What follows belongs to an exercise in optimizing a design on an open flow for small area, a short achievable clock period and few clock cycles per item; a production flow would make more cautious choices.
At most, simulation tests tie the RTL to the original design; equivalence was not proved.
No driver is modelled on the clock port, so clocking that relies on it looks cheaper here than on a real chip.
Power figures rest on the tool's default switching activity, not on a simulated workload.

Design wb_slave_register, start of the top module:
module wb_slave_register #(
    parameter ADDR_WIDTH = 16,
    parameter DATA_WIDTH = 32,
    parameter GRANULE = 8,
    parameter REGISTER_NUM = 16,
    parameter SEL_WIDTH = DATA_WIDTH / GRANULE
) (
    input wire rst_i,
    input wire clk_i,
    input wire [ADDR_WIDTH-1:0] adr_i,
    input wire [DATA_WIDTH-1:0] dat_i,
    output reg [DATA_WIDTH-1:0] dat_o,
    input wire [SEL_WIDTH-1:0] sel_i,
    input wire we_i,
    input wire stb_i,
    output wire ack_o,
    output wire err_o,
    input wire cyc_i
);
    reg [DATA_WIDTH-1:0] register_value [0:REGISTER_NUM-1];
    wire in_range = (adr_i < REGISTER_NUM);
    wire [3:0] idx = adr_i[3:0];
    assign ack_o = stb_i & in_range;
    assign err_o = stb_i & ~in_range;
    wire wr = stb_i & we_i & in_range;
    wire [DATA_WIDTH-1:0] wdata = dat_i & {DATA_WIDTH{~rst_i}};
    integer i, b;
    always @(posedge clk_i) begin
        for (i = 0; i < REGISTER_NUM; i = i + 1) begin
            for (b = 0; b < SEL_WIDTH; b = b + 1) begin
                if (rst_i | (wr & (idx == i) & sel_i[b])) begin
                    register_value[i][b*GRANULE+:GRANULE] <= wdata[b*GRANULE+:GRANULE];
                end
            end
        end
    end
    always @(*) begin
        dat_o = register_value[idx];
    end
endmodule
Size: about 510 flip-flops, roughly 91 I/O pins.
==> flow/config.mk <==
export PLATFORM = sky130hd
export DESIGN_NAME = wb_slave_register
export DESIGN_NICKNAME = wb_slave_register
export VERILOG_FILES = /design/flow/design.v
export SDC_FILE = /design/flow/constraint.sdc
export NUM_CORES = 4
export LEC_CHECK = 0
export CAP_MARGIN = 20
export CORE_MARGIN = 2
export CORE_UTILIZATION = 60
export SETUP_SLACK_MARGIN = 2.0
export SLEW_MARGIN = 20
==> flow/constraint.sdc <==
create_clock -name core_clock -period 5.0 [get_ports {clk_i}]
set_input_delay 1.0000 -clock core_clock [delete_from_list [all_inputs] [get_ports {clk_i}]]
set_output_delay 1.0000 -clock core_clock [all_outputs]
set_load 0.01 [all_outputs]
run.sh (not shown) runs the stock make flow with config.mk's settings and CLKGATE_MAP_FILE= SYNTH_SCRIPT=/design/flow/synth_recipe.tcl, a recipe that flattens the netlist after the stock synthesis.
The starting point produced a clean layout.
Testbench counts at the start, summed over its fixed seeds: cycles 9,592, items 4,800.
Next try:
--- a/flow/config.mk
+++ b/flow/config.mk
@@ -10,2 +10 @@
-export CORE_UTILIZATION = 60
-export SETUP_SLACK_MARGIN = 2.0
+export CORE_UTILIZATION = 40
Effect: Hold slack got worse by 94 ps. Combinational power fell by 22%. Design area fell by 10%. Routed wire length fell by 8.7%. Sequential power barely changes. Synthesized cell count is unchanged. Via count fell by 10%. Critical path depth rose by 2. First-iteration DRC count fell by 25%. Non-clock buffer count fell by 153.
Next try:
--- a/flow/config.mk
+++ b/flow/config.mk
@@ -7,0 +8 @@
+export ABC_CLOCK_PERIOD_IN_PS = 1000
@@ -10 +11,2 @@
-export CORE_UTILIZATION = 40
+export CORE_UTILIZATION = 60
+export SETUP_SLACK_MARGIN = 2.0
What happened: The changed run finished with timing, DRC and antenna clean. Cell area rises by roughly a tenth. First-iteration DRC count rises by a quarter to a third. Clock power is about the same. Area after synthesis does not change. Global-route usage went up by 16 points.

---

== before ==
Another version of the RTL of wb_slave_register (not shown whole).
For scale: ~1100 cells after synthesis, roughly 560 flip-flops, about 91 I/O pins, ~0.020 mm2 of cells after synthesis.
Settings: LEC_CHECK=0, CAP_MARGIN=20, CORE_MARGIN=2, CORE_UTILIZATION=70, CTS_BUF_LIST=sky130_fd_sc_hd__clkbuf_8, CTS_CLUSTER_DIAMETER=60, CTS_CLUSTER_SIZE=16, SETUP_SLACK_MARGIN=3.15, SLEW_MARGIN=20, SYNTH_HIERARCHICAL=1, SYNTH_MINIMUM_KEEP_SIZE=0; clock period 5.0 ns.
standard.sh (not shown) runs the stock make flow with config.mk's settings and CLKGATE_MAP_FILE= SYNTH_SCRIPT=/design/flow/synth_recipe.tcl, a recipe that flattens the netlist after the stock synthesis.
==> flow/flow/run.sh <==
#!/bin/bash
# The standard layout, with one change at the end of clock tree synthesis
# (flow/post_cts.tcl, run through ORFS's POST_CTS_TCL hook): the tree's root
# buffer, which drives only the few buffers of the tree's first level, is
# removed and the clock port drives those buffers directly; timing is then
# repaired again as the CTS step does. Every register's clock still goes
# through the same number of buffers, so the skew between registers is
# unchanged.
set -euo pipefail
export POST_CTS_TCL="$PWD/flow/post_cts.tcl"
bash standard.sh finish > flow_standard.log 2>&1
==> flow/flow/post_cts.tcl <==
set block [ord::get_db_block]
set clk_net [$block findNet clk_i]
set loads [$clk_net getITerms]
set root ""
if {[llength $loads] == 1} {
  set root [[lindex $loads 0] getInst]
  if {![string match "sky130_fd_sc_hd__clkbuf_*" [[$root getMaster] getName]]} {
    set root ""
  }
}
if {$root != ""} {
  set out_net [[$root findITerm X] getNet]
  set sinks {}
  foreach it [$out_net getITerms] {
    if {[$it getInst] != $root} { lappend sinks $it }
  }
  if {[llength $sinks] <= 4} {
    puts "post_cts: removing [$root getName], moving [llength $sinks] pins to clk_i"
    foreach it $sinks {
      $it disconnect
      $it connect $clk_net
    }
    [$root findITerm A] disconnect
    odb::dbInst_destroy $root
    odb::dbNet_destroy $out_net
    estimate_parasitics -placement
    repair_timing_helper
    detailed_placement
    check_placement -verbose
  } else {
    puts "post_cts: root buffer drives [llength $sinks] pins; nothing changed"
  }
} else {
  puts "post_cts: clock port does not drive a single clock buffer; nothing changed"
}
before went all the way through the flow, and no timing, DRC or antenna check failed.
Testbench counts of before, summed over its fixed seeds: cycles 14,392, items 4,800.
Modified inputs, after compared to before
# before
export LEC_CHECK = 0
export CAP_MARGIN = 20
export CORE_MARGIN = 2
export CORE_UTILIZATION = 70
export CTS_BUF_LIST = sky130_fd_sc_hd__clkbuf_8
export CTS_CLUSTER_DIAMETER = 60
export CTS_CLUSTER_SIZE = 16
export SETUP_SLACK_MARGIN = 3.15
export SLEW_MARGIN = 20
export SYNTH_HIERARCHICAL = 1
export SYNTH_MINIMUM_KEEP_SIZE = 0
create_clock -name core_clock -period 5.0 [get_ports {clk_i}]
# after
export LEC_CHECK = 0
export CAP_MARGIN = 20
export CORE_MARGIN = 2
export CORE_UTILIZATION = 60
export CTS_BUF_LIST = sky130_fd_sc_hd__clkbuf_8
export CTS_CLUSTER_DIAMETER = 60
export CTS_CLUSTER_SIZE = 16
export SETUP_SLACK_MARGIN = 3.1
export SLEW_MARGIN = 20
export SYNTH_HIERARCHICAL = 1
export SYNTH_MINIMUM_KEEP_SIZE = 0
create_clock -name core_clock -period 5.0 [get_ports {clk_i}]
==> summary.txt <==
Routed wire in after totals less than in before.
after — number of standard cells in the final layout excluding fillers 3.9% higher, before as reference
On utilization of the core after routing: between before and after, it ends up higher for before.

---

## birch
The RTL this note starts from:
==> flow/design.v <==
`default_nettype none
module wb_slave_register #(
    parameter ADDR_WIDTH = 16,
    parameter DATA_WIDTH = 32,
    parameter GRANULE = 8,
    parameter REGISTER_NUM = 16,
    parameter SEL_WIDTH = DATA_WIDTH / GRANULE
) (
    input wire rst_i,
    input wire clk_i,
    input wire [ADDR_WIDTH-1:0] adr_i,
    input wire [DATA_WIDTH-1:0] dat_i,
    output reg [DATA_WIDTH-1:0] dat_o,
    input wire [SEL_WIDTH-1:0] sel_i,
    input wire we_i,
    input wire stb_i,
    output wire ack_o,
    output wire err_o,
    input wire cyc_i
);
    reg [DATA_WIDTH-1:0] register_value [0:REGISTER_NUM-1];
    reg ack;
    reg err;
    wire in_range = (adr_i < REGISTER_NUM);
    wire [3:0] idx = adr_i[3:0];
    wire [REGISTER_NUM-1:0] rsel;
    genvar g, gb;
    wbr_dec4 u_dec (.a(idx), .y(rsel));
    wire wr = ack & we_i;
    wire [REGISTER_NUM-1:0] wrow;
    wbr_wdec4 u_wdec (.a(idx), .en(wr), .y(wrow));
    wire [SEL_WIDTH-1:0] lane_en [0:REGISTER_NUM-1];
    generate for (g = 0; g < REGISTER_NUM; g = g + 1) begin : wen
        for (gb = 0; gb < SEL_WIDTH; gb = gb + 1) begin : lane
            wbr_a21o u_en (.a1(wrow[g]), .a2(sel_i[gb]), .b1(rst_i), .y(lane_en[g][gb]));
        end
    end endgenerate
    wire [DATA_WIDTH-1:0] wdata = dat_i & {DATA_WIDTH{~rst_i}};
    integer i, b;
    always @(posedge clk_i) begin
        for (i = 0; i < REGISTER_NUM; i = i + 1) begin
            for (b = 0; b < SEL_WIDTH; b = b + 1) begin
                if (lane_en[i][b]) begin
                    register_value[i][b*GRANULE+:GRANULE] <= wdata[b*GRANULE+:GRANULE];
                end
            end
        end
    end
    always @(posedge clk_i) begin
        if (rst_i) begin
            ack <= 1'b0;
            err <= 1'b0;
        end else begin
            ack <= stb_i & in_range & ~ack;
            err <= stb_i & ~in_range & ~err;
        end
    end
    wire [DATA_WIDTH-1:0] rdata;
    generate for (gb = 0; gb < DATA_WIDTH; gb = gb + 1) begin : rmux
        wire [REGISTER_NUM-1:0] col;
        for (g = 0; g < REGISTER_NUM; g = g + 1) begin : c
            assign col[g] = register_value[g][gb];
        end
        wire lo_n, hi_n;
        wbr_mux8n u_lo (.d(col[7:0]), .s(rsel[7:0]), .y(lo_n));
        wbr_mux8n u_hi (.d(col[15:8]), .s(rsel[15:8]), .y(hi_n));
        wbr_nand2 u_o (.a(lo_n), .b(hi_n), .y(rdata[gb]));
    end endgenerate
    always @(posedge clk_i) begin
        dat_o <= rdata;
    end
    assign ack_o = ack;
    assign err_o = err;
endmodule
module wbr_dec4 (input wire [3:0] a, output wire [15:0] y);
    genvar k;
    generate for (k = 0; k < 16; k = k + 1) begin : d
        assign y[k] = (a == k);
    end endgenerate
endmodule
module wbr_wdec4 (input wire [3:0] a, input wire en, output wire [15:0] y);
    genvar k;
    generate for (k = 0; k < 16; k = k + 1) begin : d
        assign y[k] = en & (a == k);
    end endgenerate
endmodule
module wbr_mux8n (input wire [7:0] d, input wire [7:0] s, output wire y);
    assign y = ~|(d & s);
endmodule
module wbr_nand2 (input wire a, input wire b, output wire y);
    assign y = ~(a & b);
endmodule
module wbr_a21o (input wire a1, input wire a2, input wire b1, output wire y);
    assign y = (a1 & a2) | b1;
endmodule
Settings: LEC_CHECK=0, CAP_MARGIN=20, CORE_MARGIN=2, CORE_UTILIZATION=60, CTS_BUF_LIST=sky130_fd_sc_hd__clkbuf_8, CTS_CLUSTER_DIAMETER=60, CTS_CLUSTER_SIZE=16, SETUP_SLACK_MARGIN=2.98, SLEW_MARGIN=20, SYNTH_HIERARCHICAL=1, SYNTH_MINIMUM_KEEP_SIZE=0; clock period 5.0 ns.
run.sh (not shown) runs the stock make flow with config.mk's settings and CLKGATE_MAP_FILE= SYNTH_SCRIPT=/design/flow/synth_recipe.tcl, a recipe that flattens the netlist after the stock synthesis.
Stock flow here: none of the scripts above is used.
Testbench counts of birch, summed over its fixed seeds: cycles 14,392, items 4,800.
What pine does differently from birch at the input level:
--- a/flow/config.mk
+++ b/flow/config.mk
@@ -13,3 +13,3 @@
 export CTS_CLUSTER_SIZE = 16
-export SETUP_SLACK_MARGIN = 2.98
+export SETUP_SLACK_MARGIN = 3.05
 export SLEW_MARGIN = 20
## What came out
Maximum cell stage delay along the critical path ended up 0.02 ns higher on pine than on birch.
Of pine and birch, the run reporting the lower final worst slack was pine.
Comparing pine and birch, the lower proportion of final cell area spent on non-clock buffers is on pine.
Amount of wire on met3 after detailed routing: pine vs birch down about 13%
Per the comparison of pine with birch, net switching fraction of the power has increased; part of the power in combinational logic has remained practically unchanged; routed wire length has decreased.

---

wb_slave_register, a different RTL version from the one above (not shown whole).
Size in the first run: about 980 cells after synthesis.
Design wb_slave_register, start of the top module:
module wb_slave_register #(
    parameter ADDR_WIDTH = 16,
    parameter DATA_WIDTH = 32,
    parameter GRANULE = 8,
    parameter REGISTER_NUM = 16,
    parameter SEL_WIDTH = DATA_WIDTH / GRANULE
) (
    input wire rst_i,
    input wire clk_i,
    input wire [ADDR_WIDTH-1:0] adr_i,
    input wire [DATA_WIDTH-1:0] dat_i,
    output reg [DATA_WIDTH-1:0] dat_o,
    input wire [SEL_WIDTH-1:0] sel_i,
    input wire we_i,
    input wire stb_i,
    output wire ack_o,
    output wire err_o,
    input wire cyc_i
);
    reg [DATA_WIDTH-1:0] register_value [0:REGISTER_NUM-1];
    reg ack;
    reg err;
    wire in_range = (adr_i < REGISTER_NUM);
    wire [3:0] idx = adr_i[3:0];
    wire [REGISTER_NUM-1:0] rsel;
    genvar g, gb;
    wbr_dec4 u_dec (.a(idx), .y(rsel));
    wire wr = ack & we_i;
    wire [REGISTER_NUM-1:0] wrow = rsel & {REGISTER_NUM{wr}};
    wire [SEL_WIDTH-1:0] lane_en [0:REGISTER_NUM-1];
    generate for (g = 0; g < REGISTER_NUM; g = g + 1) begin : wen
        for (gb = 0; gb < SEL_WIDTH; gb = gb + 1) begin : lane
            wbr_a21o u_en (.a1(wrow[g]), .a2(sel_i[gb]), .b1(rst_i), .y(lane_en[g][gb]));
        end
    end endgenerate
    wire [DATA_WIDTH-1:0] wdata = dat_i & {DATA_WIDTH{~rst_i}};
    integer i, b;
    always @(posedge clk_i) begin
        for (i = 0; i < REGISTER_NUM; i = i + 1) begin
            for (b = 0; b < SEL_WIDTH; b = b + 1) begin
                if (lane_en[i][b]) begin
                    register_value[i][b*GRANULE+:GRANULE] <= wdata[b*GRANULE+:GRANULE];
                end
            end
        end
    end
  ...
Settings: LEC_CHECK=0, CAP_MARGIN=20, CORE_MARGIN=2, CORE_UTILIZATION=60, CTS_BUF_LIST=sky130_fd_sc_hd__clkbuf_8, CTS_CLUSTER_DIAMETER=60, CTS_CLUSTER_SIZE=16, SETUP_SLACK_MARGIN=3.05, SLEW_MARGIN=20, SYNTH_HIERARCHICAL=1, SYNTH_MINIMUM_KEEP_SIZE=0; clock period 5.0 ns.
standard.sh (not shown) runs the stock make flow with config.mk's settings and CLKGATE_MAP_FILE= SYNTH_SCRIPT=/design/flow/synth_recipe.tcl, a recipe that flattens the netlist after the stock synthesis.
==> flow/flow/run.sh <==
#!/bin/bash
# The standard layout, with one change after clock tree synthesis: the tree's
# root buffer, which drives only the few buffers of the tree's first level,
# is removed and the clock port drives those buffers directly. Every
# register's clock still goes through the same number of buffers of the
# tree, so the skew between registers is unchanged.
set -euo pipefail
res=orfs/results/${FLOW_PLATFORM}/wb_slave_register/base
bash standard.sh cts > flow_1_to_cts.log 2>&1
openroad -no_init -exit flow/unroot.tcl > flow_2_unroot.log 2>&1
bash standard.sh finish > flow_3_to_finish.log 2>&1
==> flow/flow/unroot.tcl <==
set odb_file orfs/results/$::env(FLOW_PLATFORM)/wb_slave_register/base/4_cts.odb
read_db $odb_file
set block [ord::get_db_block]
set clk_net [$block findNet clk_i]
set loads [$clk_net getITerms]
if {[llength $loads] != 1} {
  puts "clk_i drives [llength $loads] cell pins; nothing changed"
  exit 0
}
set root [[lindex $loads 0] getInst]
set master [[$root getMaster] getName]
if {![string match "sky130_fd_sc_hd__clkbuf_*" $master]} {
  puts "clk_i drives $master; nothing changed"
  exit 0
}
set out_net [[$root findITerm X] getNet]
set sinks {}
foreach it [$out_net getITerms] {
  if {[$it getInst] != $root} { lappend sinks $it }
}
if {[llength $sinks] > 4} {
  puts "root buffer drives [llength $sinks] pins; nothing changed"
  exit 0
}
puts "removing [$root getName] ($master), moving [llength $sinks] pins to clk_i"
foreach it $sinks {
  $it disconnect
  $it connect $clk_net
  puts "  [[$it getInst] getName]/[[$it getMTerm] getName]"
}
[$root findITerm A] disconnect
odb::dbInst_destroy $root
odb::dbNet_destroy $out_net
write_db $odb_file
puts "done"
The starting point passed the timing, design-rule and antenna checks.
Next try:
==> flow/run.sh (new file) <==
#!/bin/bash
# synth_recipe.tcl (not shown) runs the flow's synth.tcl, then flattens the netlist and writes it again
# the make line also repeats each setting of config.mk as NAME=value (left out here)
make -C /OpenROAD-flow-scripts/flow DESIGN_CONFIG=/design/flow/config.mk WORK_HOME=/design/flow/orfs CLKGATE_MAP_FILE= SYNTH_SCRIPT=/design/flow/synth_recipe.tcl finish
removed: flow/flow/run.sh
removed: flow/flow/unroot.tcl
removed: flow/standard.sh
Outcome: The changed run went through all stages and came out clean; worst hold slack barely changes; power grows slightly; fmax goes up by roughly a tenth; clock-buffer cell count climbs by 1; clock power goes up by a few percent; die area is unchanged; global-route usage is about the same; synthesized area does not change; worst setup slack gets better by 240 ps; synthesized cell count does not change.
Function was not checked in any run of this note: the RTL went through the layout flow alone.

[re-timing with driven ports]
The flow's constraints put no driver on any port. The routed layouts listed below were extracted and timed again, unchanged, in two steps. Step 1 (the two cells are an assumption about what drives the block):
set clk [get_ports {clk_i}]
set_driving_cell -lib_cell sky130_fd_sc_hd__clkbuf_16 $clk
set_driving_cell -lib_cell sky130_fd_sc_hd__buf_2 [delete_from_list [all_inputs] $clk]
Step 2, shift: input delay + t, output delay - t, t = (earliest + latest rising clock arrival at the registers) / 2. This alone moves slack from input paths to output paths. Three values: no drivers, after step 1, after step 2; two values: the first two.
run	t, ns	slack for setup (ns)	worst setup path after step 2	clock arrival spread, ns
the first run of note 1	0.642	1.265 / 0.924 / 0.924	input to output	0.029 / 0.030
the second run of note 1	0.643	0.218 / 0.186 / 0.186	input to output	0.018 / 0.018
the third run of note 1	0.642	1.265 / 0.924 / 0.924	input to output	0.029 / 0.030
before	0.471	3.029 / 3.017 / 2.562	input to register	0.026 / 0.026
after	0.486	3.015 / 2.937 / 2.617	input to register	0.032 / 0.033
birch	0.615	2.975 / 2.926 / 2.405	input to register	0.033 / 0.033
pine	0.617	2.964 / 2.916 / 2.396	input to register	0.035 / 0.035
the first run of note 4	0.478	2.670 / 2.494 / 2.016	input to register	0.023 / 0.023
the second run of note 4	0.623	2.907 / 2.704 / 2.082	input to register	0.025 / 0.025
After both steps every run listed still meets setup and hold. For the second run of note 4, which loses most, drivers alone change the setup slack by -0.203 ns; drivers and shift together by -0.825 ns.
